Background: an optimization exercise with open tools, aiming at small area, a short achievable clock period and few clock cycles per item. Do not read the settings as production practice.
RTL that was checked went through simulation tests only; none was proved equivalent to the original.
For runs 2 to 6, only the layout was checked, not whether the RTL still works.
No activity file was given, so power comes from the tool's default toggle rates.

$ cat flow/config.mk
export PLATFORM = sky130hd
export DESIGN_NAME = execution_unit_top
export DESIGN_NICKNAME = execution_unit_top
export VERILOG_FILES = /design/flow/design.v
export SDC_FILE = /design/flow/constraint.sdc
export NUM_CORES = 4
export LEC_CHECK = 0
export CAP_MARGIN = 20
export CORE_MARGIN = 2
export CORE_UTILIZATION = 40
export SLEW_MARGIN = 20
$ cat flow/constraint.sdc
create_clock -name core_clock -period 6.0 [get_ports {clk}]
set_input_delay 1.2000 -clock core_clock [delete_from_list [all_inputs] [get_ports {clk}]]
set_output_delay 1.2000 -clock core_clock [all_outputs]
set_load 0.01 [all_outputs]
$ cat flow/design.v
module full_adder (
    input  a,
    input  b,
    input  cin,
    output sum,
    output cout
);
    wire axb;
    wire ab, ac, bc;
    xor (axb, a, b);             
    xor (sum, axb, cin);         
    and (ab, a, b);              
    and (ac, a, cin);            
    and (bc, b, cin);            
    or  (cout, ab, ac, bc);      
endmodule
module adder_8bit (
    input  [7:0] a,     
    input  [7:0] b,     
    input        cin,    
    output [7:0] sum,   
    output       cout  
);
    wire [6:0] c;
    full_adder fa0 (
        .a   (a[0]),
        .b   (b[0]),
        .cin (cin),
        .sum (sum[0]),
        .cout(c[0])
    );
    full_adder fa1 (a[1], b[1], c[0], sum[1], c[1]);
    full_adder fa2 (a[2], b[2], c[1], sum[2], c[2]);
    full_adder fa3 (a[3], b[3], c[2], sum[3], c[3]);
    full_adder fa4 (a[4], b[4], c[3], sum[4], c[4]);
    full_adder fa5 (a[5], b[5], c[4], sum[5], c[5]);
    full_adder fa6 (a[6], b[6], c[5], sum[6], c[6]);
    full_adder fa7 (
        .a   (a[7]),
        .b   (b[7]),
        .cin (c[6]),
        .sum (sum[7]),
        .cout(cout)
    );
endmodule
module logic_unit (
    input  [7:0] a,
    input  [7:0] b,
    input  [2:0] sel,       
    output reg [7:0] y
);
    always @(*) begin
        case (sel)
            3'b010: y = a & b;    
            3'b011: y = a | b;    
            3'b100: y = a ^ b;    
            3'b101: y = ~a;       
            default: y = 8'b0;
        endcase
    end
endmodule
module alu_top (
    input  [7:0] A,       
    input  [7:0] B,        
    input  [3:0] opcode,   
    output reg [7:0] result, 
    output        Z,          
    output        N,          
    output        C,          
    output        V           
);
    wire is_sub = (opcode == 4'b0001);
    wire [7:0] B_mod = is_sub ? ~B : B;
    wire       cin   = is_sub ? 1'b1 : 1'b0;
    wire [7:0] add_sum;
    wire       add_cout;
    adder_8bit U_ADD (
        .a   (A),
        .b   (B_mod),
        .cin (cin),
        .sum (add_sum),
        .cout(add_cout)
    );
    wire [7:0] logic_out;
    logic_unit U_LOGIC (
        .a   (A),
        .b   (B),
        .sel (opcode[2:0]),
        .y   (logic_out)
    );
    always @(*) begin
        case (opcode)
            4'b0000,  
            4'b0001:  
                result = add_sum;
            4'b0010,  
            4'b0011,  
            4'b0100,  
            4'b0101:  
                result = logic_out;
            default:
                result = 8'b0;
        endcase
    end
    assign Z = (result == 8'b0);
    assign N = result[7];
    assign C = add_cout & (opcode == 4'b0000 || opcode == 4'b0001);
    assign V = (opcode == 4'b0000) ?
               (~(A[7] ^ B[7]) & (A[7] ^ result[7])) :
               (opcode == 4'b0001) ?
               ((A[7] ^ B[7]) & (A[7] ^ result[7])) :
               1'b0;
endmodule
module alu_fsm_controlled (
    input        clk,
    input        rst,
    input        start,
    input  [7:0] A,
    input  [7:0] B,
    input  [3:0] opcode,
    output reg [7:0] result,
    output reg       Z,
    output reg       N,
    output reg       C,
    output reg       V,
    output            busy,
    output            done
);
    parameter EXEC = 2'b01;    
    parameter IDLE = 2'b00;    
    parameter DONE = 2'b10;    
    reg [1:0] state, next_state;
    wire [7:0] alu_result;
    wire Z_int, N_int, C_int, V_int;
    alu_top U_ALU (
        .A(A),
        .B(B),
        .opcode(opcode),
        .result(alu_result),
        .Z(Z_int),
        .N(N_int),
        .C(C_int),
        .V(V_int)
    );
    always @(posedge clk) begin
        if (rst)
            state <= IDLE;
        else
            state <= next_state;
    end
    always @(*) begin
        next_state = state;
        case (state)
            IDLE: begin
                if (start)
                    next_state = EXEC;
            end
            EXEC: begin
                next_state = DONE;
            end
            DONE: begin
                if (start)
                    next_state = EXEC;    
                else
                    next_state = IDLE;
            end
            default: next_state = IDLE;
        endcase
    end
    always @(posedge clk) begin
        if (state == EXEC) begin
            result <= alu_result;
            Z      <= Z_int;
            N      <= N_int;
            C      <= C_int;
            V      <= V_int;
        end
    end
    assign busy = (state == EXEC);
    assign done = (state == DONE);
endmodule
module signed_mag_multiplier (
    input        clk,
    input        rst,
    input        start,
    input  [7:0] A,
    input  [7:0] B,
    output reg [15:0] result,
    output            busy,
    output            done
);
    parameter IDLE      = 3'b000;
    parameter INIT      = 3'b001;
    parameter CHECK     = 3'b010;
    parameter ADD       = 3'b011;
    parameter SHIFT     = 3'b100;
    parameter COUNT_DEC = 3'b101;
    parameter DONE      = 3'b110;
    reg [2:0] state, next_state;
    reg [7:0] M;         
    reg [7:0] Q;         
    reg [7:0] ACC;       
    reg [2:0] COUNT;     
    reg       SIGN;      
    always @(posedge clk) begin
        if (rst)
            state <= IDLE;
        else
            state <= next_state;
    end
    always @(*) begin
        next_state = state;
        case (state)
            IDLE: begin
                if (start)
                    next_state = INIT;
            end
            INIT: begin
                next_state = CHECK;
            end
            CHECK: begin
                if (Q[0])
                    next_state = ADD;
                else
                    next_state = SHIFT;
            end
            ADD: begin
                next_state = SHIFT;
            end
            SHIFT: begin
                next_state = COUNT_DEC;
            end
            COUNT_DEC: begin
                if (COUNT == 3'b000)
                    next_state = DONE;
                else
                    next_state = CHECK;
            end
            DONE: begin
                if (start)
                    next_state = INIT;    
                else
                    next_state = IDLE;
            end
            default: next_state = IDLE;
        endcase
    end
    always @(posedge clk) begin
        case (state)
            INIT: begin
                M     <= A[7] ? (~A + 1'b1) : A;
                Q     <= B[7] ? (~B + 1'b1) : B;
                ACC   <= 8'b0;
                COUNT <= 3'd7;
                SIGN  <= A[7] ^ B[7];
            end
            ADD: begin
                ACC <= ACC + M;
            end
            SHIFT: begin
                {ACC, Q} <= {ACC, Q} >> 1;
            end
            COUNT_DEC: begin
                COUNT <= COUNT - 1'b1;
                if (COUNT == 3'b000)
                    result <= SIGN ? (~{ACC, Q} + 1'b1) : {ACC, Q};
            end
        endcase
    end
    assign busy = (state != IDLE && state != DONE);
    assign done = (state == DONE);
endmodule
module signed_restoring_divider (
    input        clk,
    input        rst,
    input        start,
    input  [7:0] A,         
    input  [7:0] B,         
    output reg [7:0] quotient,
    output reg [7:0] remainder,
    output            busy,
    output            done
);
    parameter IDLE      = 3'b000;
    parameter INIT      = 3'b001;
    parameter SHIFT     = 3'b010;
    parameter SUB       = 3'b011;
    parameter REST      = 3'b100;
    parameter COUNT_DEC = 3'b101;
    parameter DONE      = 3'b110;
    reg [2:0] state, next_state;
    reg [8:0] R;         
    reg [7:0] Q;         
    reg [7:0] M;         
    reg [2:0] COUNT;     
    reg       SIGN;      
    wire [8:0] R_sub = R - {1'b0, M};
    always @(posedge clk) begin
        if (rst)
            state <= IDLE;
        else
            state <= next_state;
    end
    always @(*) begin
        next_state = state;
        case (state)
            IDLE: begin
                if (start)
                    next_state = INIT;
            end
            INIT: begin
                next_state = SHIFT;
            end
            SHIFT: begin
                next_state = SUB;
            end
            SUB: begin
                if (R_sub[8])     
                    next_state = REST;
                else
                    next_state = COUNT_DEC;
            end
            REST: begin
                next_state = COUNT_DEC;
            end
            COUNT_DEC: begin
                if (COUNT == 3'b000)
                    next_state = DONE;
                else
                    next_state = SHIFT;
            end
            DONE: begin
                if (start)
                    next_state = INIT;    
                else
                    next_state = IDLE;
            end
            default: next_state = IDLE;
        endcase
    end
    always @(posedge clk) begin
        case (state)
            INIT: begin
                Q     <= A[7] ? (~A + 1'b1) : A;
                M     <= B[7] ? (~B + 1'b1) : B;
                R     <= 9'b0;
                COUNT <= 3'd7;
                SIGN  <= A[7] ^ B[7];
            end
            SHIFT: begin
                {R, Q} <= {R, Q} << 1;
            end
            SUB: begin
                R <= R_sub;
                if (!R_sub[8])
                    Q[0] <= 1'b1;
            end
            REST: begin
                R <= R + M;
                Q[0] <= 1'b0;
            end
            COUNT_DEC: begin
                COUNT <= COUNT - 1'b1;
                if (COUNT == 3'b000) begin
                    quotient  <= SIGN ? (~Q + 1'b1) : Q;
                    remainder <= R[7:0];    
                end
            end
        endcase
    end
    assign busy = (state != IDLE && state != DONE);
    assign done = (state == DONE);
endmodule
module execution_unit_top (
    input        clk,
    input        rst,
    input        start,
    input  [3:0] opcode,
    input  [7:0] A,
    input  [7:0] B,
    output reg [15:0] result,
    output            busy,
    output            done
);
    reg  [3:0] op_q;
    reg  [7:0] A_q;
    reg  [7:0] B_q;
    always @(posedge clk) begin
        if (start) begin
            op_q <= opcode;
            A_q  <= A;
            B_q  <= B;
        end
    end
    wire [7:0] alu_result;
    wire       alu_busy, alu_done;
    alu_fsm_controlled U_ALU (
        .clk(clk),
        .rst(rst),
        .start(start && (opcode < 4'b1000)),  
        .A(A_q),
        .B(B_q),
        .opcode(op_q),
        .result(alu_result),
        .busy(alu_busy),
        .done(alu_done)
    );
    wire [15:0] mul_result;
    wire        mul_busy, mul_done;
    signed_mag_multiplier U_MUL (
        .clk(clk),
        .rst(rst),
        .start(start && (opcode == 4'b1000)),
        .A(A_q),
        .B(B_q),
        .result(mul_result),
        .busy(mul_busy),
        .done(mul_done)
    );
    wire [7:0] div_quotient;
    wire [7:0] div_remainder;
    wire       div_busy, div_done;
    signed_restoring_divider U_DIV (
        .clk(clk),
        .rst(rst),
        .start(start && (opcode == 4'b1001)),
        .A(A_q),
        .B(B_q),
        .quotient(div_quotient),
        .remainder(div_remainder),
        .busy(div_busy),
        .done(div_done)
    );
    assign busy = alu_busy | mul_busy | div_busy;
    assign done = alu_done | mul_done | div_done;
    always @(*) begin
        case (op_q)
            4'b1000: result = mul_result;                
            4'b1001: result = {8'b0, div_quotient};      
            default: result = {8'b0, alu_result};        
        endcase
    end
endmodule
$ cat flow/run.sh
#!/bin/bash
# synth_recipe.tcl (not shown) runs the flow's synth.tcl, then flattens the netlist and writes it again
# the make line also repeats each setting of config.mk as NAME=value (left out here)
make -C /OpenROAD-flow-scripts/flow DESIGN_CONFIG=/design/flow/config.mk WORK_HOME=/design/flow/orfs CLKGATE_MAP_FILE= SYNTH_SCRIPT=/design/flow/synth_recipe.tcl finish
==> out/summary.txt, run 1 <==
RSZ-0062 raised after global routing = no
Max-slew violation count = 0
Instance count of the mapped netlist = 681
Area post-placement = 7860 µm²
WL final = 17200 µm
DR vias = 5229
Die height = 138 µm
Fin crit share = 71.9%
Power share of the clock group = 49.5%
Worst-case reg-to-reg path depth = 14
Final Util = 47.9%
Crit start category = register
Synthesized area = 7200 µm²
IO Pins = 41
Fin area = 8550 µm²
FF-to-FF End = U_ALU.result[6]
Hold Path End = U_ALU.state[0]
Total congestion overflow = 0
CP Capture Type = register
R2R setup slack = 1.69 ns
Most frequent cells in the layout = 109 x edfxtp_1, 73 x nor2_1, 55 x inv_1, 47 x ha_1, 45 x xnor2_1
Sequential area share after synthesis = 47.7%
Vias per inst = 5.42
Initial antenna violation count = 0
WS Path Type = register to register
Worst hold path type = register to register
Hold bufs inserted after CTS = 0
CP max FO = 11
CP cell instances = nor4_2, buf_4, xnor2_1, fa_1, inv_1, fa_1, fa_1, fa_1, fa_1, inv_1, fa_1, or2_2, a21oi_1, o21ba_2
Synth area leaders = edfxtp_1 45%, ha_1 8.2%, xnor2_1 5.5%
Required time of the critical path = 6.30 ns
CTS Sinks = 117
Fraction of layout cells with a size suffix above 1 = 8.42%
Area leader, netlist = edfxtp_1
Core Region = 17800 µm²
CTS tree = yes
Post-synth EDFFs = 109
Hold path cells = 1
Worst r2r src = op_q[2]
Switching pwr = 0.592 mW
Final hold violation count = 0
Final min period = 4.31 ns
First-pass GRT wire length = 27800 µm
WL per Instance = 17.8 µm
Die width = 138 µm
Final Skew = 0.00645 ns
Final Setup Violations = 0
Fin Setup TNS = 0 ns
Outcome = complete, no violations
ANT nets after route = 0
Worst vdd ir = 0.000193 V
Initial core utilization = 40.4%
Most frequent CP cell = fa_1
DRC = 0
PortBufs = 40
HP Start = U_ALU.state[0]
Reg power frac = 39.1%
Antenna Cells = 0
Largest stage delay on the critical path = 0.56 ns
P&R area growth vs syn = 18.7%
Syn Nets = 760
Max clock buf depth = 2
Relative slew slack = 32.3%
#FFs+latches synth = 117
Async SR Flop Fraction = 0%
YS warnings = 6
Drt first pass iters = 6
Root Buffer = clkbuf_16
Top-area cell type share of the netlist area = 45.4%
Vias in the first global route = 5162
Gpl congestion = 0.905
H-tree levels = 4
Total CTS buffers = 17
GRT Util Overall = 18.5%
Highest clock rate = 232 MHz
PD cells = 289 nW/µm²
DP HPWL = 13100 µm
CP max-delay cell = edfxtp_1
Largest net degree at the start of global routing = 27
Max-Cap Viols = 0
Bufs and invs on worst path = 3
Clock transition at path regs = 0.06 ns
Lkg Pwr = 3.23 nW
Syn avg cell area = 10.6 µm²
Full die area = 19100 µm²
Worst-Margin Slew = 1.00 ns
DR iter-0 viols = 438
Power Total = 2.47 mW
Crit path arrival time = 4.61 ns
Rows = 49
CTS resizes = 0
Pint = 1.88 mW
Gate power share = 11.4%
Netlist cell types = 65
Layout net count = 802
Top_reg_cell synth = edfxtp_1
Leading cell type in the layout, fill and taps excluded = edfxtp_1
Postcts setup bufs = 0
Delay-heaviest family, CP = adder cells
Skew-Pair Late Insertion Delay = 0.42 ns
Sw Share = 23.9%
==> power groups by stage <==
stage | clock network (mW) | logic (mW) | registers [mW]
floorplan | 0 | 0.191 | 0.965
global placement | 0 | 0.280 | 0.982
detailed placement | 0 | 0.281 | 0.983
CTS | 1.24 | 0.283 | 0.966
global route | 1.27 | 0.316 | 0.971
finish | 1.22 | 0.282 | 0.966
==> logic make-up after synthesis <==
kind of cell	synth area share, %
compound gates	14.4
xor+xnor	6.20
fa+ha+maj	10.7
mux	3.00
flops	47.7
buf+inv	4.25
simple gates	13.9
==> worst reg2reg max path: cells and delay by family, from the launching register on <==
family / cells / cell delay, ns
adders and majority gates: 6 / 2.15
and+or+nand+nor: 2 / 0.64
DFF: 1 / 0.56
buffers and inverters: 3 / 0.36
AOI/OAI and AO/OA: 2 / 0.33
xor gates and xnor gates: 1 / 0.16
==> state kept, by name, indices dropped and copies added (netlist names) <==
name,count
U_MUL.M,8
U_DIV.SIGN,1
U_MUL.result,16
op_q,4
U_MUL.COUNT,3
U_DIV.Q,8
A_q,8
U_DIV.M,8
U_DIV.R,9
U_MUL.ACC,8
U_MUL.SIGN,1
U_MUL.state,3
B_q,8
U_ALU.result,8
U_MUL.Q,8
U_DIV.COUNT,3
U_ALU.state,2
U_DIV.quotient,8
U_DIV.state,3
==> cell type report <==
type / count / area (µm²)
clock inverters: 14 / 272
repair buffers: 47 / 448
well taps: 229 / 287
fillers: 1640 / 9290
multi-input cells: 484 / 3470
flip-flops and latches: 117 / 3430
inverters: 56 / 210
clock buffers: 18 / 429
==> synthesized netlist by cell type (all sizes together) (4+ instances only) <==
cell and instances:
a21o 5, a21oi 41, nor4 5, nor3 8, edfxtp 109, nand3 7, xor2 6, nor2 73
a221o 4, fa 9, inv 56, ha 47, a211oi 4, and2 4, nor3b 4, and3 9
o31ai 8, nand2b 17, o211ai 8, nor2b 13, o22ai 5, a221oi 7, o21bai 4, xnor2 45
or2 6, clkbuf 19, mux2i 16, nand2 43, o21ai 37, dfxtp 8, buf 5
==> worst max path at each step <==
stage	startpoint	end	slack, ns	cells after the start
after floorplan	op_q[2]	U_ALU.result[6]	1.68	14
after global placement	op_q[2]	U_ALU.result[6]	1.82	14
after detailed placement	op_q[2]	U_ALU.result[6]	1.76	14
after CTS	op_q[2]	U_ALU.result[6]	1.69	14
after global routing	op_q[2]	U_ALU.result[6]	1.48	14
final	op_q[2]	U_ALU.result[6]	1.69	14
==> metrics by stage <==
step                      setup slack [ns]  cells  hold WS, ns
final                                 1.69    965        0.440
after global routing                  1.48    965        0.454
after CTS                             1.69    965        0.440
after detailed placement              1.76    933        0.432
after global placement                1.82    933        0.424
after floorplan                       1.68    681        0.402
==> per-layer routing <==
| metal | part of all wire, % | track usage, % | routed length, µm | up-vias |
|---|---|---|---|---|
| met2 | 46 | 29.8 | 7980 | 143 |
| met4 | 1.7 | 6.18 | 293 | 0 |
| li1 | - | - | - | 2541 |
| met3 | 4.3 | 2.87 | 740 | 24 |
| met5 | 0 | 0 | 0 | - |
| met1 | 48 | 25.8 | 8210 | 2521 |
Testbench counts, summed over its fixed seeds: cycles 23,117, ops 2,400.
==> run 2, diff against run 1 <==
==> flow/design.v (replaced) <==
module execution_unit_top (
    input        clk,
    input        rst,
    input        start,
    input  [3:0] opcode,
    input  [7:0] A,
    input  [7:0] B,
    output reg [15:0] result,
    output reg        busy,
    output reg        done
);
    reg  [7:0] X;        
    reg        aux;      
    reg        isdiv;    
    reg  [1:0] cnt;      
    function [7:0] cneg(input [7:0] x, input s);
        integer i;
        reg     nz;
        begin
            nz = 1'b0;
            for (i = 0; i < 8; i = i + 1) begin
                cneg[i] = x[i] ^ (s & nz);
                nz      = nz | x[i];
            end
        end
    endfunction
    function [15:0] booth_step(input [7:0] acc, input [7:0] q, input qm,
                               input [7:0] m);
        reg        one, two, neg;
        reg [9:0]  pp;
        reg [10:0] sum;
        begin
            one = q[0] ^ qm;
            two = (q[1] & ~q[0] & ~qm) | (~q[1] & q[0] & qm);
            neg = q[1] & ~(q[0] & qm);
            pp  = two ? {m[7], m, 1'b0} : one ? {{2{m[7]}}, m} : 10'd0;
            pp  = pp ^ {10{neg}};
            sum = {{2{acc[7]}}, acc, 1'b1} + {pp, neg};
            booth_step = {sum[10:1], q[7:2]};
        end
    endfunction
    function [15:0] div_step(input [7:0] r, input [7:0] q, input [7:0] d);
        reg [7:0] sh;
        reg [8:0] t;
        begin
            sh = {r[6:0], q[7]};
            t  = {1'b0, sh} - {1'b0, d};
            div_step = {t[8] ? sh : t[7:0], q[6:0], ~t[8]};
        end
    endfunction
    reg [7:0] alu;
    wire [8:0] addsub = {A, 1'b1} + {B ^ {8{opcode[0]}}, opcode[0]};
    always @(*) begin
        case (opcode[2:0])
            3'd0, 3'd1: alu = addsub[8:1];
            3'd2:       alu = A & B;
            3'd3:       alu = A | B;
            3'd4:       alu = A ^ B;
            3'd5:       alu = ~A;
            default:    alu = 8'd0;
        endcase
    end
    wire [15:0] mul0 = booth_step(8'd0, B, 1'b0, A);
    wire [7:0] ma  = cneg(A, A[7]);
    wire [7:0] mb  = cneg(B, B[7]);
    wire       big = |mb[7:2];
    wire       q7  = ~big & ~mb[1] & (ma[7] | ~mb[0]);
    wire       r7  = ma[7] & ~(q7 & mb[0]);
    wire [1:0] sh6 = {r7, ma[6]};
    wire       q6  = ~big & (sh6 >= mb[1:0]);
    wire [1:0] r6  = q6 ? sh6 - mb[1:0] : sh6;
    wire [15:0] div0 = {6'd0, r6, ma[5:0], q7, q6};
    wire [15:0] muln = booth_step(result[15:8], result[7:0], aux, X);
    wire [15:0] diva = div_step(result[15:8], result[7:0], X);
    wire [15:0] divn = div_step(diva[15:8], diva[7:0], X);
    wire [7:0]  quo  = cneg(divn[7:0], aux);
    wire        last = cnt[1];
    always @(posedge clk) begin
        if (busy) begin
            cnt <= cnt + 2'd1;
            if (!isdiv) begin
                result <= muln;
                aux    <= result[1];
            end else if (last) begin
                result <= {8'h00, quo};
            end else begin
                result <= divn;
            end
        end else begin
            cnt   <= 2'd0;
            isdiv <= opcode[0];
            if (!opcode[3]) begin
                result <= {8'h00, alu};
            end else if (!opcode[0]) begin
                result <= mul0;
                X      <= A;
                aux    <= B[1];
            end else begin
                result <= div0;
                X      <= mb;
                aux    <= A[7] ^ B[7];
            end
        end
    end
    always @(posedge clk) begin
        if (rst) begin
            busy <= 1'b0;
            done <= 1'b0;
        end else if (busy) begin
            busy <= ~last;
            done <= last;
        end else begin
            busy <= start & opcode[3];
            done <= start & ~opcode[3];
        end
    end
endmodule
==> run 2 against run 1 <==
Against the previous run: worst hold slack worse by 0.0096 ns; register-to-register slack barely moved; first-iteration DRC count fell by 17%; global-route usage rose by 4.1 points; maximum frequency rose by 0.21%; setup slack better by 0.0090 ns; synthesized area down 34%; critical endpoint is now result[11]; non-clock buffer count down 3; synthesized cell count is 10% lower.
==> out/summary.txt, run 2 <==
Largest stage delay on the critical path = 0.73 ns (+0.17 ns)
CTS resizes = 0 (unchanged)
PD cells = 254 nW/µm² (-12%)
Max reg flops = 16 (unchanged)
Min Hold Slack = 0.430 ns (-0.00965 ns)
CP cell instances = ha_1, fa_1, nor2b_1, o31a_1, o21ai_4, nor2_1, a21oi_2, fa_1, nor2b_4, o21a_4, a311oi_4, a21oi_2, mux2_2, a22oi_1, o21ai_1
Worst-Margin Slew = 0.955 ns (-0.0502 ns)
PortBufs = 40 (unchanged)
Die width = 113 µm (-18%)
Gpl congestion = 0.858 (-5.1%)
ANT nets after route = 0 (unchanged)
Full die area = 12800 µm² (-33%)
Area post-placement = 5190 µm² (-34%)
CTS tree = yes
Hold bufs inserted after CTS = 0 (unchanged)
Largest Register = result
Top-area cell type share of the netlist area = 13.7% (-32 points)
Sequential area share after synthesis = 14.8% (-33 points)
Fin Setup TNS = 0 ns (unchanged)
WL final = 14400 µm (-16%)
Crit start category = register
Final Setup Violations = 0 (unchanged)
RSZ-0062 raised after global routing = no
Total CTS buffers = 5 (-12)
Final min period = 4.30 ns (-0.00904 ns)
P&R area growth vs syn = 12.7%
Drt first pass iters = 16 (+10)
Post-synth EDFFs = 10 (-91%)
Fraction of layout cells with a size suffix above 1 = 6.51% (-1.9 points)
CTS Sinks = 30 (-74%)
Top Registers = result x16, X x8, cnt x2
Netlist cell types = 80 (+23%)
WS Path Type = register to register
Layout net count = 707 (-12%)
Final Skew = 0.00474 ns (-0.00171 ns)
#FFs+latches synth = 30 (-74%)
DP HPWL = 11600 µm (-12%)
First-pass GRT wire length = 23300 µm (-16%)
Max clock buf depth = 2 (unchanged)
Vias in the first global route = 4343 (-16%)
Largest net degree at the start of global routing = 45 (+67%)
Highest clock rate = 232 MHz (+0.21%)
WL per Instance = 18.7 µm (+4.7%)
DR vias = 4658 (-11%)
Instance count of the mapped netlist = 612 (-10%)
Commonest cells post-synth = 52 x ha_1, 46 x nor2_1, 44 x nand2_1
Worst hold path type = register to register
YS warnings = 1 (-5)
Synth area leaders = ha_1 14%, dfxtp_1 8.4%, xnor2_1 7.8%
Top_reg_cell synth = dfxtp_1
Crit path arrival time = 4.47 ns (-0.14 ns)
Root Buffer = clkbuf_16
Max-slew violation count = 0 (unchanged)
Vias per inst = 6.03 (+11%)
Synthesized area = 4750 µm² (-34%)
Relative slew slack = 36.0% (+3.7 points)
Most common cell in the netlist = ha_1
Clock transition at path regs = 0.05 ns (about the same)
Antenna Cells = 0 (unchanged)
Async SR Flop Fraction = 0% (unchanged)
Fin crit share = 71.7% (-0.15 points)
Leading cell type in the layout, fill and taps excluded = ha_1
Lkg Pwr = 2.17 nW (-33%)
Postcts setup bufs = 0 (unchanged)
H-tree levels = 2 (-2)
Initial antenna violation count = 0 (unchanged)
Fin area = 5350 µm² (-37%)
Required time of the critical path = 6.16 ns (-0.14 ns)
CP Capture Type = register
Syn Nets = 690 (-9.2%)
Core Region = 11500 µm² (-35%)
Area leader, netlist = ha_1
CP max FO = 15 (+4)
Worst vdd ir = 0.0000957 V (-50%)
CP max-delay cell = a21oi_2
Most frequent cells in the layout = 52 x ha_1, 46 x nor2_1, 44 x nand2_1, 43 x o21ai_0, 42 x xnor2_1
R2R setup slack = 1.70 ns (about the same)
Syn avg cell area = 7.75 µm² (-27%)
Skew-Pair Late Insertion Delay = 0.28 ns (-0.14 ns)
Final hold violation count = 0 (unchanged)
Die height = 113 µm (-18%)
Initial core utilization = 41.2% (+0.83 points)
Outcome = complete, no violations
DRC = 0 (unchanged)
Post-route setup slack = 1.70 ns (+0.00904 ns)
Rows = 39 (-20%)
Max-Cap Viols = 0 (unchanged)
Placement Setup Slack = 1.55 ns (-0.209 ns)
IO Pins = 41 (unchanged)
DR iter-0 viols = 363 (-17%)
GRT Util Overall = 22.7% (+4.1 points)
Total congestion overflow = 0 (unchanged)
run 2: cell types whose count changed after synthesis, sizes merged, moves of 7 or more:
cell    delta
dfxtp     +12
nand3     +15
o21a       +7
inv       -20
edfxtp    -99
nor2      -27
buf       +15
xor2      +20
o21ai     +17
run 2: per-stage QoR:
| stage | power (mW) | cells | utilization, % |
|---|---|---|---|
| detailed placement | 1.07 | 765 | 45.0 |
| finish | 1.36 | 773 | 46.5 |
| floorplan | 0.865 | 612 | - |
| global placement | 1.06 | 765 | 45.0 |
| CTS | 1.36 | 773 | 46.5 |
| global route | 1.46 | 773 | 46.5 |
run 2: final timing paths:
kind                endpoint  cells past startpoint   start
setup / recovery  result[11]                     15    X[0]
hold / removal        cnt[0]                      1  cnt[0]
setup reg to reg  result[11]                     15    X[0]
hold reg to reg       cnt[0]                      1  cnt[0]
run 2: final cells by class:
class	instances	area, µm²
Sequential cell	30	701
Multi-Input combinational cell	509	3740
Clock buffer	7	133
Clock inverter	1	30.0
Inverter	39	146
Fill cell	1139	6170
Tap cell	143	179
Timing Repair Buffer	44	425
run 2: kinds of logic after synthesis:
| kind of cell | Yosys count | share of synthesized area [%] |
|---|---|---|
| muxes | 22 | 4.88 |
| adders and majority gates | 55 | 15.0 |
| AOI/OAI and AO/OA | 191 | 27.7 |
| buffers and inverters | 73 | 6.51 |
| DFF | 30 | 14.8 |
| and+or+nand+nor | 173 | 18.6 |
| xor gates and xnor gates | 68 | 12.5 |
run 2: critical path, delay by kind of cell (launching register included):
| family | cells | cell delay, ns |
|---|---|---|
| AOI/OAI and AO/OA | 8 | 1.71 |
| adders and majority gates | 3 | 1.14 |
| muxes | 1 | 0.42 |
| and+or+nand+nor | 3 | 0.46 |
| DFF | 1 | 0.46 |
run 2: report_power, final:
part	internal (mW)	switching [mW]
sequential	0.240	0.0432
clock	0.196	0.0908
combinational	0.349	0.442
total	0.785	0.576
run 2: layer usage:
layer | part of all wire [%] | vias to the layer above | GRT usage [%]
met5 | 0 | - | 0
met2 | 46 | 157 | 37.2
met3 | 5.2 | 10 | 1.87
met4 | 1.2 | 0 | 5.77
met1 | 47 | 2216 | 32.3
li1 | - | 2275 | -
==> run 3, diff against run 2 <==
--- a/flow/config.mk
+++ b/flow/config.mk
@@ -6,6 +6,8 @@
 export NUM_CORES = 4
 export LEC_CHECK = 0
+export ABC_AREA = 1
 export CAP_MARGIN = 20
 export CORE_MARGIN = 2
 export CORE_UTILIZATION = 40
+export SETUP_SLACK_MARGIN = 2.5
 export SLEW_MARGIN = 20
==> run 3 against run 2 <==
Against the previous run: still clean on timing, DRC and antenna; routed wire length grew 7.1%; die area fell by 2.9%; clock-buffer cell count shrank 2; largest cell class unchanged; largest power group unchanged.
==> out/summary.txt, run 3 <==
Fraction of layout cells with a size suffix above 1 = 16.3% (+9.8 points)
Total CTS buffers = 5 (unchanged)
Syn avg cell area = 6.50 µm² (-16%)
Power share of the clock group = 16.3% (-4.8 points)
Final Skew = 0.00541 ns (+0.000661 ns)
Crit path arrival time = 3.60 ns (-0.87 ns)
Rows = 39 (unchanged)
CP max FO = 10 (-5)
Clock transition at path regs = 0.05 ns (about the same)
Largest Register = result
PortBufs = 40 (unchanged)
Root Buffer = clkbuf_16
Antenna Cells = 0 (unchanged)
Max reg flops = 16 (unchanged)
Top-area cell type share of the netlist area = 14.1% (+0.42 points)
Initial core utilization = 40.7% (-0.54 points)
Most frequent cells in the layout = 153 x nand2_1, 76 x inv_1, 52 x o21ai_0, 51 x nand3_1, 49 x a21oi_1
Skew-Pair Late Insertion Delay = 0.28 ns (about the same)
Worst-Margin Slew = 0.576 ns (-0.379 ns)
Vias in the first global route = 4723 (+8.7%)
Vias per inst = 5.61 (-7.0%)
Post-synth EDFFs = 10 (unchanged)
Top_reg_cell synth = dfxtp_1
Largest net degree at the start of global routing = 35 (-22%)
Initial antenna violation count = 0 (unchanged)
Sequential area share after synthesis = 15.2% (+0.45 points)
P&R area growth vs syn = 21.9%
Final min period = 3.44 ns (-0.867 ns)
Most common cell in the netlist = nand2_1
Die width = 111 µm (-1.4%)
H-tree levels = 2 (unchanged)
Relative slew slack = 61.5% (+25 points)
Leading cell type in the layout, fill and taps excluded = nand2_1
Outcome = complete, no violations
Required time of the critical path = 6.16 ns (about the same)
Max clock buf depth = 2 (unchanged)
Die height = 111 µm (-1.4%)
Pint = 0.768 mW (-2.1%)
Area leader, netlist = ha_1
Total congestion overflow = 0 (unchanged)
Sw Share = 46.9% (+4.5 points)
Fin Setup TNS = 0 ns (unchanged)
CP max-delay cell = edfxtp_1
RSZ-0062 raised after global routing = yes
ANT nets after route = 0 (unchanged)
Top Registers = result x16, X x8, cnt x2
Max-slew violation count = 0 (unchanged)
Worst hold path type = register to register
Async SR Flop Fraction = 0% (unchanged)
PD cells = 258 nW/µm² (+1.3%)
Gate power share = 64.6% (+6.5 points)
IO Pins = 41 (unchanged)
YS warnings = 1 (unchanged)
WL per Instance = 16.9 µm (-9.7%)
Netlist cell types = 55 (-31%)
Final hold violation count = 0 (unchanged)
DRC = 0 (unchanged)
CP Capture Type = register
Max-Cap Viols = 0 (unchanged)
Layout net count = 850 (+20%)
Highest clock rate = 291 MHz (+25%)
GRT Util Overall = 23.7% (+1.1 points)
CTS tree = yes
Fin crit share = 57.3% (-14 points)
Core Region = 11300 µm² (-1.7%)
Area post-placement = 5110 µm² (-1.4%)
Gpl congestion = 0.945 (+10%)
First-pass GRT wire length = 24000 µm (+2.9%)
Final Util = 49.6% (+3.1 points)
CP cell instances = ha_4, fa_2, inv_2, nand3_2, nand2_4, nand2_4, nand2_4, inv_6, o21ai_1, ha_1, nand2_1, nand2_1, a21oi_2, nand2_4, nor2_4, nand4_1, nand2_2, nand4_1, nand3_1, nand2_1, nand2_1, nand2_1
Crit start category = register
Lkg Pwr = 2.65 nW (+22%)
DR iter-0 viols = 328 (-9.6%)
Final Setup Violations = 0 (unchanged)
Fin area = 5610 µm² (+4.9%)
Switching pwr = 0.678 mW (+18%)
WL final = 15500 µm (+7.1%)
Most frequent CP cell = nand2_1
Hold bufs inserted after CTS = 0 (unchanged)
Worst vdd ir = 0.000132 V (+38%)
Drt first pass iters = 5 (-11)
Reg power frac = 19.1% (-1.7 points)
Synth area leaders = ha_1 14%, nand2_1 13%, dfxtp_1 8.7%
CTS Sinks = 30 (unchanged)
Full die area = 12400 µm² (-2.9%)
Syn Nets = 786 (+14%)
DR vias = 5136 (+10%)
WS Path Type = register to register
Instance count of the mapped netlist = 708 (+16%)
#FFs+latches synth = 30 (unchanged)
Largest stage delay on the critical path = 0.43 ns (-0.30 ns)
DP HPWL = 12000 µm (+3.8%)
Synthesized area = 4600 µm² (-3.0%)
Commonest cells post-synth = 158 x nand2_1, 85 x inv_1, 56 x o21ai_0
[run 3: stage by stage]
step	std cells	worst slack [ns]	total power [mW]	hold slack (ns)
3_3_place_gp	879	1.53	1.05	0.416
6_report	916	2.56	1.45	0.431
4_1_cts	892	2.49	1.33	0.432
5_1_grt	916	2.34	1.56	0.466
2_1_floorplan	708	2.56	0.840	0.407
3_5_place_dp	879	1.40	1.06	0.425
[run 3: critical path: cells and delay by family (launching register included)]
family | cells | cell delay (ns)
AND/OR/NAND/NOR | 15 | 1.44
adder cells (fa/ha/maj) | 3 | 0.92
flip-flops | 1 | 0.43
AO/OA/AOI/OAI | 2 | 0.43
buffers and inverters | 2 | 0.11
[run 3: final cells by class]
cell class              count  area (µm²)
clock buffers               5         125
well taps                 143         179
fillers                  1148        5710
multi-input cells         568        3600
clock inverters             3        11.3
inverters                  95         367
repair buffers             72         627
flip-flops and latches     30         706
[run 3: worst paths after layout]
kind           from        end  slack (ns)  depth (start not counted)
max            X[0]  result[7]        2.56                         22
min          cnt[0]     cnt[0]        0.43                          1
max reg2reg    X[0]  result[7]        2.56                         22
min reg2reg  cnt[0]     cnt[0]        0.43                          1
[run 3: metal layers]
metal  global-route usage (%)  part of all wire (%)  vias up
li1                         -                     -     2560
met1                     31.4                    44     2386
met2                     40.4                    48      155
met3                     2.90                   5.0       35
met4                     7.24                   3.0        0
met5                        0                     0        -
[run 3: repair_timing]
item | in CTS | in global routing
buffers inserted | 5 | 24
setup endpoints to repair | 16 | 16
pin swaps | 2 | 14
gates resized for setup | 44 | 55
[run 3: cell families after synthesis]
family	synth area share (%)
adder cells (fa/ha/maj)	15.4
flip-flops	15.2
AND/OR/NAND/NOR	30.1
buffers and inverters	9.89
XOR/XNOR	5.90
AO/OA/AOI/OAI	23.5
[run 3: power groups by stage]
stage	registers [mW]	clock network [mW]	logic, mW
2_1_floorplan	0.274	0	0.566
3_3_place_gp	0.279	0	0.769
3_5_place_dp	0.280	0	0.777
4_1_cts	0.276	0.239	0.812
5_1_grt	0.279	0.246	1.03
6_report	0.276	0.236	0.935
==> run 4, diff against run 3 <==
--- a/flow/config.mk
+++ b/flow/config.mk
@@ -9,5 +9,5 @@
 export CAP_MARGIN = 20
 export CORE_MARGIN = 2
-export CORE_UTILIZATION = 40
+export CORE_UTILIZATION = 65
 export SETUP_SLACK_MARGIN = 2.5
 export SLEW_MARGIN = 20
==> run 4 against run 3 <==
Against the previous run: register-to-register slack got worse by 0.14 ns; die area fell by 37%; first-iteration DRC count rose by 59%; critical path type unchanged; largest cell class unchanged; highest routed layer unchanged.
==> out/summary.txt, run 4 <==
Sequential area share after synthesis = 15.2% (unchanged)
Relative slew slack = 48.8% (-13 points)
RSZ-0062 raised after global routing = yes
Top_reg_cell synth = dfxtp_1
Required time of the critical path = 6.24 ns (+0.08 ns)
Lkg Pwr = 2.64 nW (-0.18%)
Syn avg cell area = 6.50 µm² (unchanged)
Most common cell in the netlist = nand2_1
Hold path cells = 1 (unchanged)
Fin Setup TNS = 0 ns (unchanged)
Initial antenna violation count = 0 (unchanged)
Synth area leaders = ha_1 14%, nand2_1 13%, dfxtp_1 8.7%
Final hold violation count = 0 (unchanged)
Fraction of layout cells with a size suffix above 1 = 16.6% (+0.35 points)
CP max FO = 5 (-5)
Async SR Flop Fraction = 0% (unchanged)
Most frequent cells in the layout = 153 x nand2_1, 76 x inv_1, 52 x o21ai_0, 50 x nand3_1, 49 x ha_1
R2R setup slack = 2.42 ns (-0.14 ns)
Fin crit share = 59.6% (+2.3 points)
Power Total = 1.39 mW (-3.7%)
CTS tree = yes
CTS Sinks = 30 (unchanged)
Largest net degree at the start of global routing = 39 (+11%)
Placement Setup Slack = 1.36 ns (-0.0455 ns)
Worst-Margin Slew = 0.766 ns (+0.191 ns)
DRC = 0 (unchanged)
WL final = 16600 µm (+7.5%)
Post-route setup slack = 2.42 ns (-0.139 ns)
Drt first pass iters = 9 (+4)
Crit start category = register
Highest clock rate = 280 MHz (-3.9%)
Hold Path End = cnt[0]
Core Region = 6830 µm² (-40%)
Syn Nets = 786 (unchanged)
Gpl congestion = 0.985 (+4.1%)
Post-synth EDFFs = 10 (unchanged)
DP HPWL = 11200 µm (-6.4%)
Die height = 88.2 µm (-21%)
Final Setup Violations = 0 (unchanged)
HP Start = cnt[0]
Largest stage delay on the critical path = 0.42 ns (about the same)
WL per Instance = 19.1 µm (+13%)
Instance count of the mapped netlist = 708 (unchanged)
Crit path arrival time = 3.82 ns (+0.22 ns)
ANT nets after route = 0 (unchanged)
Final cell count without fillers = 871 (-4.9%)
Largest Register = result
Netlist cell types = 55 (unchanged)
Max-Cap Viols = 0 (unchanged)
IO Pins = 41 (unchanged)
Bufs and invs on worst path = 3 (+1)
Worst hold path type = register to register
Max clock buf depth = 2 (unchanged)
Initial core utilization = 67.4% (+27 points)
Vias per inst = 6.42 (+15%)
Leading cell type in the layout, fill and taps excluded = nand2_1
Top-area cell type share of the netlist area = 14.1% (unchanged)
Skew-Pair Late Insertion Delay = 0.30 ns (+0.02 ns)
P&R area growth vs syn = 19.5%
Commonest cells post-synth = 158 x nand2_1, 85 x inv_1, 56 x o21ai_0
DR vias = 5593 (+8.9%)
PD cells = 253 nW/µm² (-1.8%)
PortBufs = 40 (unchanged)
First-pass GRT wire length = 24000 µm (about the same)
H-tree levels = 2 (unchanged)
Final min period = 3.58 ns (+0.139 ns)
Outcome = complete, no violations
WS Path Type = register to register
Delay-heaviest family, CP = simple AND/OR/NAND/NOR gates
Multi-input logic area = 3570 µm² (-0.70%)
Layout fillers = 503 (-56%)
GRT Util Overall = 39.6% (+16 points)
CP Capture Type = register
Worst vdd ir = 0.000104 V (-21%)
Rows = 30 (-23%)
CP max-delay cell = edfxtp_1
Layout net count = 852 (+0.24%)
Die width = 88.2 µm (-21%)
Most frequent CP cell = nand2_1
Register area = 703 µm² (-0.35%)
#FFs+latches synth = 30 (unchanged)
Worst r2r src = X[2]
Area leader, netlist = ha_1
Final Skew = 0.00656 ns (+0.00116 ns)
FF-to-FF End = result[7]
Root Buffer = clkbuf_8
Worst-case reg-to-reg path depth = 25 (+14%)
Total congestion overflow = 0 (unchanged)
Placed cell count = 830 (-5.6%)
YS warnings = 1 (unchanged)
Instance count on the critical path = 25 (+14%)
Max reg flops = 16 (unchanged)
Total CTS buffers = 5 (unchanged)
Synthesized area = 4600 µm² (unchanged)
Max-slew violation count = 0 (unchanged)
Full die area = 7770 µm² (-37%)
DR iter-0 viols = 520 (+59%)
Vias in the first global route = 4956 (+4.9%)
Clock transition at path regs = 0.07 ns (+0.02 ns)
Antenna Cells = 0 (unchanged)
Top Registers = result x16, X x8, cnt x2
==> run 4: cell counts after synthesis <==
No cell type changed its count.
==> run 4: how the worst max path moves through the flow <==
stage / start / to
6_report: X[2] / result[7]
5_1_grt: X[2] / result[7]
4_1_cts: B[0] / result[8]
3_5_place_dp: B[1] / result[8]
3_3_place_gp: B[1] / result[8]
2_1_floorplan: X[0] / result[7]
==> run 4: repair_timing <==
action	4_1_cts	5_1_grt
setup endpoints to repair	16	13
resized for setup	40	54
pin swaps	6	14
cloned	1	1
buffers inserted	13	18
hold buffers	0	0
==> run 4: logic make-up after synthesis <==
| family | count (synthesis) | synth area share [%] |
|---|---|---|
| xor gates and xnor gates | 31 | 5.90 |
| adders and majority gates | 55 | 15.4 |
| DFF | 30 | 15.2 |
| AOI/OAI and AO/OA | 181 | 23.5 |
| buffers and inverters | 110 | 9.89 |
| and+or+nand+nor | 301 | 30.1 |
==> run 4: layer usage <==
metal  up-vias  global-route usage (%)  part of all wire (%)
met5         -                       0                     0
met4         0                    24.0                   7.9
met3       124                    6.22                    10
met2       405                    68.1                    46
met1      2504                    46.0                    36
li1       2560                       -                     -
==> run 4: cell type report <==
type / instances / share of cell area (%)
Clock buffer: 6 / 1.32
Timing Repair Buffer: 73 / 11.8
Timing Repair inverter: 1 / 0.0910
Tap cell: 96 / 2.18
Clock inverter: 2 / 0.159
Inverter: 95 / 6.78
Multi-Input combinational cell: 568 / 64.9
Sequential cell: 30 / 12.8
==> run 4: power by group <==
group	switching [mW]	total (mW)	internal, mW	leakage, nW
Clock	0.0891	0.169	0.0798	0.0426
Combinational	0.588	0.947	0.358	2.33
Sequential	0.0380	0.277	0.239	0.265
Total	0.716	1.39	0.677	2.64
==> run 4: per-stage QoR <==
step                      utilization (%)  area, µm²  hold slack, ns
after floorplan                         -       4610           0.407
after global placement               73.8       5040           0.414
after detailed placement             73.8       5040           0.436
after CTS                            76.8       5250           0.444
after global routing                 80.5       5500           0.467
final                                80.5       5500           0.441
==> run 5, diff against run 4 <==
==> flow/design.v (replaced) <==
module execution_unit_top (
    input        clk,
    input        rst,
    input        start,
    input  [3:0] opcode,
    input  [7:0] A,
    input  [7:0] B,
    output reg [15:0] result,
    output reg        busy,
    output reg        done
);
    reg  [7:0] X;        
    reg        aux;      
    reg        isdiv;    
    reg  [2:0] cnt;      
    function [9:0] cneg(input [9:0] x, input s);
        integer i;
        reg     nz;
        begin
            nz = 1'b0;
            for (i = 0; i < 10; i = i + 1) begin
                cneg[i] = x[i] ^ (s & nz);
                nz      = nz | x[i];
            end
        end
    endfunction
    reg [7:0] alu;
    wire [8:0] addsub = {A, 1'b1} + {B ^ {8{opcode[0]}}, opcode[0]};
    always @(*) begin
        case (opcode[2:0])
            3'd0, 3'd1: alu = addsub[8:1];
            3'd2:       alu = A & B;
            3'd3:       alu = A | B;
            3'd4:       alu = A ^ B;
            3'd5:       alu = ~A;
            default:    alu = 8'd0;
        endcase
    end
    wire [9:0]  mv   = B[0] ? {{2{A[7]}}, A} : B[1] ? {A[7], A, 1'b0} : 10'd0;
    wire [9:0]  mp   = cneg(mv, B[1]);
    wire [15:0] mul0 = {mp, B[7:2]};
    wire [7:0] ma  = cneg({2'b00, A}, A[7]);
    wire [7:0] mb  = cneg({2'b00, B}, B[7]);
    wire       q7  = ~|mb[7:1] & (ma[7] | ~mb[0]);
    wire       r7  = ma[7] & ~(q7 & mb[0]);
    wire [1:0] s6  = {r7, ma[6]};
    wire [2:0] t6  = {1'b0, s6} - {1'b0, mb[1:0]};
    wire       q6  = ~|mb[7:2] & ~t6[2];
    wire [1:0] r6  = q6 ? t6[1:0] : s6;
    wire [15:0] div0 = {6'd0, r6, ma[5:0], q7, q6};
    wire       rneg = result[15];
    wire       one  = isdiv | (result[0] ^ aux);
    wire       two  = ~isdiv & ((result[1] & ~result[0] & ~aux) |
                                (~result[1] & result[0] & aux));
    wire       neg  = isdiv ? ~rneg : (result[1] & ~(result[0] & aux));
    wire       xs   = X[7] & ~isdiv;
    wire [9:0] pp   = (two ? {X[7], X, 1'b0} : one ? {xs, xs, X} : 10'd0)
                      ^ {10{neg}};
    wire [9:0] op1  = isdiv ? {rneg, result[15:8], result[7]}
                            : {{2{rneg}}, result[15:8]};
    wire [10:0] sum = {op1, 1'b1} + {pp, neg};
    wire [9:0]  s   = sum[10:1];
    wire        qb  = ~s[7] | ~|X;
    wire [7:0]  quo = cneg({2'b00, result[6:0], qb}, aux);
    wire        last = isdiv ? (cnt == 3'd5) : (cnt == 3'd2);
    always @(posedge clk) begin
        if (busy) begin
            cnt <= cnt + 3'd1;
            if (!isdiv) begin
                result <= {s, result[7:2]};
                aux    <= result[1];
            end else if (last) begin
                result <= {8'h00, quo};
            end else begin
                result <= {s[7:0], result[6:0], qb};
            end
        end else begin
            cnt   <= 3'd0;
            isdiv <= opcode[0];
            if (!opcode[3]) begin
                result <= {8'h00, alu};
            end else if (!opcode[0]) begin
                result <= mul0;
                X      <= A;
                aux    <= B[1];
            end else begin
                result <= div0;
                X      <= mb;
                aux    <= A[7] ^ B[7];
            end
        end
    end
    always @(posedge clk) begin
        if (rst) begin
            busy <= 1'b0;
            done <= 1'b0;
        end else if (busy) begin
            busy <= ~last;
            done <= last;
        end else begin
            busy <= start & opcode[3];
            done <= start & ~opcode[3];
        end
    end
endmodule
--- a/flow/config.mk
+++ b/flow/config.mk
@@ -9,5 +9,5 @@
 export CAP_MARGIN = 20
 export CORE_MARGIN = 2
-export CORE_UTILIZATION = 65
-export SETUP_SLACK_MARGIN = 2.5
+export CORE_UTILIZATION = 40
+export SETUP_SLACK_MARGIN = 3.0
 export SLEW_MARGIN = 20
==> run 5 against run 4 <==
Against the previous run: non-clock buffer count is 16 higher; maximum frequency is 13% higher; synthesized cell count is 19% lower; sequential power is 5% higher; die area is 31% higher; via count is 24% lower; highest routed layer unchanged; flip-flop and latch count is 1 higher; routed wire length is 24% lower; largest cell class unchanged; utilization is 26 points lower; first-iteration DRC count is 43% lower; clock power hardly changed; final area is 8.2% lower.
==> out/summary.txt, run 5 <==
HP Start = cnt[0]
Worst-Margin Slew = 0.629 ns (-0.137 ns)
Max-Cap Viols = 0 (unchanged)
WL per Instance = 16.5 µm (-14%)
Top-area cell type share of the netlist area = 13.3% (-0.87 points)
WL final = 12600 µm (-24%)
Drt first pass iters = 4 (-5)
Full die area = 10200 µm² (+31%)
Commonest cells post-synth = 133 x nand2_1, 62 x inv_1, 50 x o21ai_0
Most frequent cells in the layout = 126 x nand2_1, 54 x inv_1, 45 x nor2_1, 39 x buf_4
Max clock buf depth = 2 (unchanged)
Largest Register = result
Antenna Cells = 0 (unchanged)
Total congestion overflow = 0 (unchanged)
CP Capture Type = register
Initial core utilization = 40.9% (-26 points)
Async SR Flop Fraction = 0% (unchanged)
Sequential area share after synthesis = 19.1% (+3.9 points)
Fin Setup TNS = 0 ns (unchanged)
Area leader, netlist = nand2_1
Max-slew violation count = 0 (unchanged)
Layout net count = 714 (-16%)
Final Skew = 0.0150 ns (+0.00840 ns)
YS warnings = 1 (unchanged)
Final hold violation count = 0 (unchanged)
RSZ-0062 raised after global routing = yes
IO Pins = 41 (unchanged)
CP cell instances = ha_4, o21ai_0, nand2_1, o21ai_2, xor2_1, ha_1, nand2_1, nor2_1, nor2_1, nand2_1, nand2_2, nand3_4, nand2_4, nand4_4, nor2_4, xor2_1, nand2_1, nand2_2, nand2_1
Syn avg cell area = 6.57 µm² (+1.0%)
Instance count of the mapped netlist = 573 (-19%)
Gpl congestion = 0.922 (-6.3%)
Hold path cells = 1 (unchanged)
ANT nets after route = 0 (unchanged)
Fin crit share = 52.9% (-6.7 points)
#FFs+latches synth = 31 (+3.3%)
Crit start category = register
Crit path arrival time = 3.35 ns (-0.47 ns)
Total CTS buffers = 5 (unchanged)
Worst-case reg-to-reg path depth = 19 (-24%)
Hold bufs inserted after CTS = 0 (unchanged)
Synth area leaders = nand2_1 13%, ha_1 12%, dfxtp_1 11%
Met1 GRT Util = 32.1% (-14 points)
Leading cell type in the layout, fill and taps excluded = nand2_1
Lkg Pwr = 2.33 nW (-12%)
Largest net degree at the start of global routing = 32 (-18%)
H-tree levels = 2 (unchanged)
Synthesized area = 3760 µm² (-18%)
FF-to-FF End = result[5]
Grt met2 use = 40.4% (-28 points)
Final min period = 3.17 ns (-0.405 ns)
Most frequent CP cell = nand2_1
Skew-Pair Late Insertion Delay = 0.29 ns (about the same)
Root Buffer = clkbuf_8
Die height = 101 µm (+15%)
DP HPWL = 8950 µm (-20%)
Grt peak-use layer = met2
Most common cell in the netlist = nand2_1
Hold Path End = cnt[0]
Worst hold path type = register to register
CP max FO = 8 (+3)
Clock transition at path regs = 0.07 ns (about the same)
First-pass GRT wire length = 19700 µm (-18%)
Highest clock rate = 315 MHz (+13%)
DR vias = 4246 (-24%)
PortBufs = 40 (unchanged)
PD cells = 254 nW/µm² (+0.32%)
Final Setup Violations = 0 (unchanged)
Outcome = complete, no violations
GRT Util Overall = 24.5% (-15 points)
Rows = 35 (+17%)
Vias in the first global route = 3972 (-20%)
Worst vdd ir = 0.000111 V (+6.9%)
Worst r2r src = aux
Largest stage delay on the critical path = 0.47 ns (+0.05 ns)
CP max-delay cell = edfxtp_1
Required time of the critical path = 6.18 ns (-0.06 ns)
Relative slew slack = 57.9% (+9.0 points)
R2R setup slack = 2.83 ns (+0.40 ns)
DR iter-0 viols = 299 (-43%)
Top Registers = result x16, X x8, cnt x3
Netlist cell types = 52 (-5.5%)
Top_reg_cell synth = dfxtp_1
Die width = 101 µm (+15%)
CTS tree = yes
Max reg flops = 16 (unchanged)
P&R area growth vs syn = 34.2%
Grt met3 use = 2.77% (-3.4 points)
CTS Sinks = 31 (+3.3%)
Syn Nets = 632 (-20%)
Post-synth EDFFs = 10 (unchanged)
WS Path Type = register to register
Min Hold Slack = 0.466 ns (+0.0247 ns)
Layout fillers = 887 (+76%)
DRC = 0 (unchanged)
Fraction of layout cells with a size suffix above 1 = 22.6% (+5.9 points)
Initial antenna violation count = 0 (unchanged)
Vias per inst = 5.54 (-14%)
Core Region = 9200 µm² (+35%)
-- run 5: cell types whose count changed in the layout (fill, tap and decap cells not counted), moves of 8 or more --
cell / before / now
nand3_1: 50 / 19
a21oi_1: 48 / 25
o22ai_1: 5 / 13
ha_1: 49 / 34
inv_1: 76 / 54
o21ai_0: 52 / 34
buf_6: 1 / 9
a22oi_1: 14 / 3
nand2_1: 153 / 126
nor2_1: 33 / 45
-- run 5: per-stage QoR --
stage / setup WS [ns] / utilization (%) / std cells / total power, mW / instance area (µm²)
final: 2.83 / 55.0 / 767 / 1.28 / 5050
after CTS: 2.99 / 51.3 / 749 / 1.20 / 4720
after global routing: 2.67 / 55.0 / 767 / 1.38 / 5050
after global placement: 1.71 / 46.3 / 710 / 0.973 / 4260
after floorplan: 2.83 / - / 573 / 0.773 / 3820
after detailed placement: 1.63 / 46.3 / 710 / 0.980 / 4260
-- run 5: worst max-delay path: cells and delay by family, from the launching register on --
| kind | cells | cell delay [ns] |
|---|---|---|
| adders and majority gates | 2 | 0.63 |
| xor gates and xnor gates | 2 | 0.41 |
| and+or+nand+nor | 13 | 1.31 |
| DFF | 1 | 0.47 |
| AOI/OAI and AO/OA | 2 | 0.26 |
-- run 5: metal layers --
metal	up-vias	routed length [µm]	part of all wire (%)
met5	-	0	0
li1	2105	-	-
met3	45	634	5.0
met4	0	563	4.5
met2	160	5970	47
met1	1936	5480	43
-- run 5: kinds of logic after synthesis --
logic type	synth area share, %
xor gates and xnor gates	8.84
buffers and inverters	8.94
AOI/OAI and AO/OA	22.7
DFF	19.1
adders and majority gates	12.2
and+or+nand+nor	28.2
-- run 5: final cells by class --
type	count	area (µm²)	area share, %
Timing Repair Buffer	89	865	17.1
Tap cell	111	139	2.75
Clock buffer	7	86.3	1.71
Multi-Input combinational cell	460	2940	58.1
Clock inverter	1	3.75	0.0743
Inverter	68	302	5.97
Sequential cell	31	722	14.3
-- run 5: how the worst max path moves through the flow --
stage                end  cells past startpoint  startpoint
4_1_cts        result[6]                     17   opcode[0]
6_report       result[5]                     19         aux
3_3_place_gp   result[6]                     18   opcode[0]
5_1_grt        result[5]                     19         aux
3_5_place_dp   result[6]                     18   opcode[0]
2_1_floorplan  result[6]                     16   opcode[0]
-- run 5: repair_timing --
action,in CTS,in global routing
pin swaps,19,21
endpoints found under the setup margin,17,16
cloned,2,2
setup buffers,29,16
gates resized for setup,122,50
-- run 5: report_power, final --
group	leakage, nW	total [mW]	switching [mW]	internal (mW)
clock network	0.0459	0.171	0.0790	0.0918
logic	2.01	0.822	0.480	0.342
registers	0.273	0.290	0.0371	0.253
total	2.33	1.28	0.596	0.687
==> run 6, diff against run 5 <==
==> flow/design.v (replaced) <==
module execution_unit_top (
    input        clk,
    input        rst,
    input        start,
    input  [3:0] opcode,
    input  [7:0] A,
    input  [7:0] B,
    output     [15:0] result,
    output reg        busy,
    output reg        done
);
    reg [15:0] R;        
    reg        addm;     
    reg        cin;      
    reg  [7:0] X;        
    reg        aux;      
    reg        isdiv;    
    reg  [2:0] cnt;      
    function [9:0] cneg(input [9:0] x, input s);
        integer i;
        reg     nz;
        begin
            nz = 1'b0;
            for (i = 0; i < 10; i = i + 1) begin
                cneg[i] = x[i] ^ (s & nz);
                nz      = nz | x[i];
            end
        end
    endfunction
    reg [15:0] alu;
    always @(*) begin
        case (opcode[2:0])
            3'd0:    alu = {A & B, A ^ B};
            3'd1:    alu = {A & ~B, ~(A ^ B)};
            3'd2:    alu = {8'h00, A & B};
            3'd3:    alu = {8'h00, A | B};
            3'd4:    alu = {8'h00, A ^ B};
            3'd5:    alu = {8'h00, ~A};
            default: alu = 16'h0000;
        endcase
    end
    wire [9:0]  mv   = B[0] ? {{2{A[7]}}, A} : B[1] ? {A[7], A, 1'b0} : 10'd0;
    wire [9:0]  mp   = cneg(mv, B[1]);
    wire [15:0] mul0 = {mp, B[7:2]};
    wire [7:0] ma  = cneg({2'b00, A}, A[7]);
    wire [7:0] mb  = cneg({2'b00, B}, B[7]);
    wire       bz  = (B == 8'h00);
    wire       b1  = (B == 8'h01) | (B == 8'hFF);
    wire       b2  = (B == 8'h02) | (B == 8'hFE);
    wire       q7  = bz | (b1 & ma[7]);
    wire       q6  = bz | (b1 & ma[6]) | (b2 & ma[7]);
    wire [1:0] r6  = b1 ? 2'b00 : b2 ? {1'b0, ma[6]} : ma[7:6];
    wire [15:0] div0 = {6'd0, r6, ma[5:0], q7, q6};
    wire       rneg = R[15];
    wire       one  = isdiv | (R[0] ^ aux);
    wire       two  = ~isdiv & ((R[1] & ~R[0] & ~aux) |
                                (~R[1] & R[0] & aux));
    wire       neg  = isdiv ? ~rneg : (R[1] & ~(R[0] & aux));
    wire       xs   = X[7] & ~isdiv;
    wire [9:0] pp   = (two ? {X[7], X, 1'b0} : one ? {xs, xs, X} : 10'd0)
                      ^ {10{neg}};
    wire [9:0] op1  = isdiv ? {rneg, R[15:8], R[7]}
                            : {{2{rneg}}, R[15:8]};
    wire [10:0] sum = {op1, 1'b1} + {pp, neg};
    wire [9:0]  s   = sum[10:1];
    wire        qb  = ~s[7] | ~|X;
    wire [7:0]  quo = cneg({2'b00, R[6:0], qb}, aux);
    wire        last = isdiv ? (cnt == 3'd5) : (cnt == 3'd2);
    always @(posedge clk) begin
        addm <= ~busy & ~opcode[3] & ~opcode[2] & ~opcode[1];
        cin  <= opcode[0];
        if (busy) begin
            cnt <= cnt + 3'd1;
            if (!isdiv) begin
                R      <= {s, R[7:2]};
                aux    <= R[1];
            end else if (last) begin
                R      <= {8'h00, quo};
            end else begin
                R      <= {s[7:0], R[6:0], qb};
            end
        end else begin
            cnt   <= 3'd0;
            isdiv <= opcode[0];
            if (!opcode[3]) begin
                R      <= alu;
            end else if (!opcode[0]) begin
                R      <= mul0;
                X      <= A;
                aux    <= B[1];
            end else begin
                R      <= div0;
                X      <= mb;
                aux    <= A[7] ^ B[7];
            end
        end
    end
    always @(posedge clk) begin
        if (rst) begin
            busy <= 1'b0;
            done <= 1'b0;
        end else if (busy) begin
            busy <= ~last;
            done <= last;
        end else begin
            busy <= start & opcode[3];
            done <= start & ~opcode[3];
        end
    end
    reg [7:0] gg, pp2;
    reg [7:0] cy;
    integer   lv, j;
    always @(*) begin
        gg[0]  = cin;
        pp2[0] = 1'b0;
        for (j = 1; j < 8; j = j + 1) begin
            gg[j]  = R[8 + j - 1];
            pp2[j] = R[j - 1];
        end
        for (lv = 1; lv < 8; lv = lv * 2) begin
            for (j = 7; j >= 0; j = j - 1) begin
                if ((j / lv) % 2 == 1) begin
                    gg[j]  = gg[j] | (pp2[j] & gg[(j / lv) * lv - 1]);
                    pp2[j] = pp2[j] & pp2[(j / lv) * lv - 1];
                end
            end
        end
        cy = gg;
    end
    assign result = {R[15:8] & {8{~addm}}, R[7:0] ^ (cy & {8{addm}})};
endmodule
--- a/flow/config.mk
+++ b/flow/config.mk
@@ -10,4 +10,4 @@
 export CORE_MARGIN = 2
 export CORE_UTILIZATION = 40
-export SETUP_SLACK_MARGIN = 3.0
+export SETUP_SLACK_MARGIN = 2.5
 export SLEW_MARGIN = 20
==> run 6 against run 5 <==
Against the previous run: via count shrank 5.1%; setup slack lost 0.21 ns; largest power group unchanged; register-to-register slack lost 0.03 ns; global-route usage grew 0.29 points; non-clock buffer count shrank 41; routed wire length shrank 0.54%; still clean on timing, DRC and antenna.
==> out/summary.txt, run 6 <==
Netlist cell types = 45 (-13%)
Syn Nets = 645 (+2.1%)
Final Setup Violations = 0 (unchanged)
Antenna Cells = 0 (unchanged)
Fin crit share = 56.3% (+3.5 points)
RSZ-0062 raised after global routing = yes
Core Region = 9280 µm² (+0.95%)
Skew-Pair Late Insertion Delay = 0.29 ns (about the same)
Full die area = 10400 µm² (+2.2%)
Syn avg cell area = 6.56 µm² (-0.11%)
Synthesized area = 3850 µm² (+2.3%)
IO Pins = 41 (unchanged)
Clock transition at path regs = 0.08 ns (about the same)
CP max FO = 6 (-2)
Post-route setup slack = 2.62 ns (-0.208 ns)
Hold path cells = 1 (unchanged)
Total CTS buffers = 5 (unchanged)
Largest family of logic cells by synthesized area = compound AO/OA/AOI/OAI gates
P&R area growth vs syn = 17.9%
Gpl congestion = 0.987 (+7.0%)
Vias in the first global route = 3835 (-3.4%)
Outcome = complete, no violations
Worst vdd ir = 0.0000933 V (-16%)
Fin Setup TNS = 0 ns (unchanged)
Layout net count = 683 (-4.3%)
Async SR Flop Fraction = 0% (unchanged)
Max reg flops = 16 (unchanged)
Highest clock rate = 296 MHz (-6.2%)
Placed cell count = 741 (+4.4%)
Min Hold Slack = 0.477 ns (+0.0107 ns)
Instance count of the mapped netlist = 587 (+2.4%)
Top_reg_cell synth = dfxtp_1
CP Capture Type = output port
Placement Setup Slack = 2.04 ns (+0.410 ns)
Adder-cell share of the synthesized area = 11.4% (-0.80 points)
Hold bufs inserted after CTS = 0 (unchanged)
#FFs+latches synth = 33 (+6.5%)
WS Path Type = register to output port
WL final = 12600 µm (-0.54%)
Root Buffer = clkbuf_8
Vias per inst = 5.34 (-3.6%)
WL per Instance = 16.7 µm (+1.0%)
Most frequent cells in the layout = 120 x nand2_1, 75 x inv_1, 57 x o21ai_0, 49 x nor2_1
Die width = 102 µm (+1.1%)
Simple-gate area share of the yosys netlist = 25.0% (-3.2 points)
Initial core utilization = 41.5% (+0.56 points)
CTS tree = yes
Worst-case reg-to-reg path depth = 20 (+1)
Crit path arrival time = 2.18 ns (-1.17 ns)
DP HPWL = 9890 µm (+11%)
Required time of the critical path = 4.80 ns (-1.38 ns)
Hold Path End = cnt[0]
Synth Area in Compound Gates = 25.1% (+2.4 points)
Synth Area in XOR/XNOR = 8.64% (-0.20 points)
Power Total = 1.21 mW (-5.5%)
Area post-placement = 4350 µm² (+2.2%)
R2R setup slack = 2.80 ns (-0.03 ns)
Final Skew = 0.0160 ns (+0.00100 ns)
DRC = 0 (unchanged)
Commonest cells post-synth = 120 x nand2_1, 77 x inv_1, 59 x o21ai_0
Final min period = 3.38 ns (+0.208 ns)
Worst-Margin Slew = 0.876 ns (+0.246 ns)
Most common cell in the netlist = nand2_1
GRT Util Overall = 24.8% (+0.29 points)
Max-Cap Viols = 0 (unchanged)
Final hold violation count = 0 (unchanged)
Worst r2r src = isdiv
Max clock buf depth = 2 (unchanged)
Crit start category = register
HP Start = cnt[0]
Top-area cell type share of the netlist area = 12.0% (-1.3 points)
Rows = 35 (unchanged)
YS warnings = 1 (unchanged)
Die height = 102 µm (+1.1%)
Top Registers = R x16, X x8, cnt x3
CTS Sinks = 33 (+6.5%)
Synth area leaders = dfxtp_1 12%, nand2_1 12%, ha_1 11%
Worst hold path type = register to register
PortBufs = 40 (unchanged)
Fin area = 4540 µm² (-10%)
Relative slew slack = 41.4% (-16 points)
Lkg Pwr = 2.06 nW (-11%)
FF-to-FF End = R[7]
Total congestion overflow = 0 (unchanged)
Area leader, netlist = dfxtp_1
Max-slew violation count = 0 (unchanged)
Final cell count without fillers = 755 (-1.6%)
Final Util = 48.9% (-6.0 points)
Sequential area share after synthesis = 19.7% (+0.60 points)
Drt first pass iters = 4 (unchanged)
Fraction of layout cells with a size suffix above 1 = 7.83% (-15 points)
ANT nets after route = 0 (unchanged)
Initial antenna violation count = 0 (unchanged)
Post-synth EDFFs = 10 (unchanged)
PD cells = 267 nW/µm² (+5.1%)
Largest Register = R
DR vias = 4029 (-5.1%)
First-pass GRT wire length = 20000 µm (+1.8%)
Leading cell type in the layout, fill and taps excluded = nand2_1
DR iter-0 viols = 162 (-46%)
H-tree levels = 2 (unchanged)
Mux contribution to synthesized area = 0% (unchanged)
Largest net degree at the start of global routing = 38 (+19%)
-- run 6: cell count changes in the layout (fill, tap and decap cells not counted), sizes merged, moves of 6 or more --
cell and delta:
inv +13, o22ai +6, clkdlybuf4s50 +11, nand2 -15, buf -48
-- run 6: report_power, final --
| group | leakage, nW | total [mW] | switching (mW) | internal [mW] |
|---|---|---|---|---|
| Sequential | 0.290 | 0.303 | 0.0359 | 0.267 |
| Combinational | 1.73 | 0.748 | 0.464 | 0.283 |
| Clock | 0.0450 | 0.162 | 0.0815 | 0.0804 |
| Total | 2.06 | 1.21 | 0.582 | 0.631 |
-- run 6: how the worst max path moves through the flow --
stage / to / slack (ns) / cells after the start / start
3_5_place_dp: R[5] / 2.04 / 12 / opcode[0]
2_1_floorplan: R[14] / 3.16 / 14 / B[0]
6_report: result[5] / 2.62 / 9 / R[0]
3_3_place_gp: R[5] / 2.01 / 12 / opcode[0]
5_1_grt: R[14] / 2.45 / 13 / A[2]
4_1_cts: R[14] / 2.52 / 14 / isdiv
-- run 6: cell type report --
cell class | count | area [µm²]
clock buffers | 6 | 72.6
clock inverters | 2 | 10.0
fillers | 991 | 4740
inverters | 81 | 310
multi-input cells | 455 | 2760
flip-flops and latches | 33 | 766
well taps | 129 | 161
repair buffers | 48 | 462
repair inverters | 1 | 5.00
-- run 6: cell families after synthesis --
group	after synthesis
simple gates	221
flops	33
compound gates	161
buf+inv	99
fa+ha+maj	35
xor+xnor	38
-- run 6: worst max-delay path, cell delays in order, from the launching register on --
cell and delay (ns):
dfxtp_4 0.36, nand2_1 0.06, nand2_1 0.08, a21oi_2 0.17, o21ai_0 0.09, nand2_1 0.12, o22ai_2 0.10, a22oi_2 0.22
xor2_1 0.16, clkdlybuf4s50_1 0.55
-- run 6: timing repair --
action | 4_1_cts | 5_1_grt
pin swaps | 1 | 5
endpoints found under the setup margin | 12 | 18
cloned | 0 | 1
resized for setup | 8 | 21
hold endpoints to repair | 0 | 0
buffers inserted | 1 | 4
-- run 6: per-layer routing --
layer	routed length (µm)	GRT usage [%]	up-vias
met5	0	0	-
met4	386	9.44	0
met3	536	2.60	27
met2	5840	42.1	125
met1	5810	32.6	1820
li1	-	-	2057

-- port drivers added, routing unchanged --
In the flow no input, the clock included, has a driving cell. The finished layouts below were timed again as built, in two steps.
Step 1 sets driving cells, clkbuf_16 on the clock port and buf_2 on the other inputs (assumed; they add their load-dependent delay and slew).
Step 2 adds t to the input delays and takes it off the output delays; t is the mean of the earliest and latest rising clock arrival at the registers after step 1. Input paths then give back, and output paths get back, about the clock's delay inside the block.
Three values: ideal, step 1, step 2; two values: the first two.
run | t (ns) | setup slack, ns | hold slack, ns | latest minus earliest clock arrival (ns) | slew at the worst register clock pin (ns)
run 1 | 0.461 | 1.686 / 1.686 / 1.686 | 0.440 / 0.440 / 0.440 | 0.007 / 0.007 | 0.06 / 0.06
run 2 | 0.316 | 1.695 / 1.695 / 1.473 | 0.430 / 0.430 / 0.430 | 0.005 / 0.005 | 0.05 / 0.05
run 3 | 0.306 | 2.563 / 2.563 / 2.359 | 0.431 / 0.431 / 0.431 | 0.005 / 0.005 | 0.05 / 0.05
run 4 | 0.327 | 2.424 / 2.424 / 2.287 | 0.441 / 0.441 / 0.441 | 0.007 / 0.007 | 0.07 / 0.07
run 5 | 0.312 | 2.829 / 2.829 / 2.606 | 0.466 / 0.466 / 0.466 | 0.015 / 0.015 | 0.07 / 0.07
run 6 | 0.315 | 2.620 / 2.587 / 2.374 | 0.477 / 0.477 / 0.477 | 0.016 / 0.016 | 0.08 / 0.08
After both steps every run listed still meets setup and hold. For run 6, which loses most, drivers alone change the setup slack by -0.033 ns; drivers and shift together by -0.246 ns.
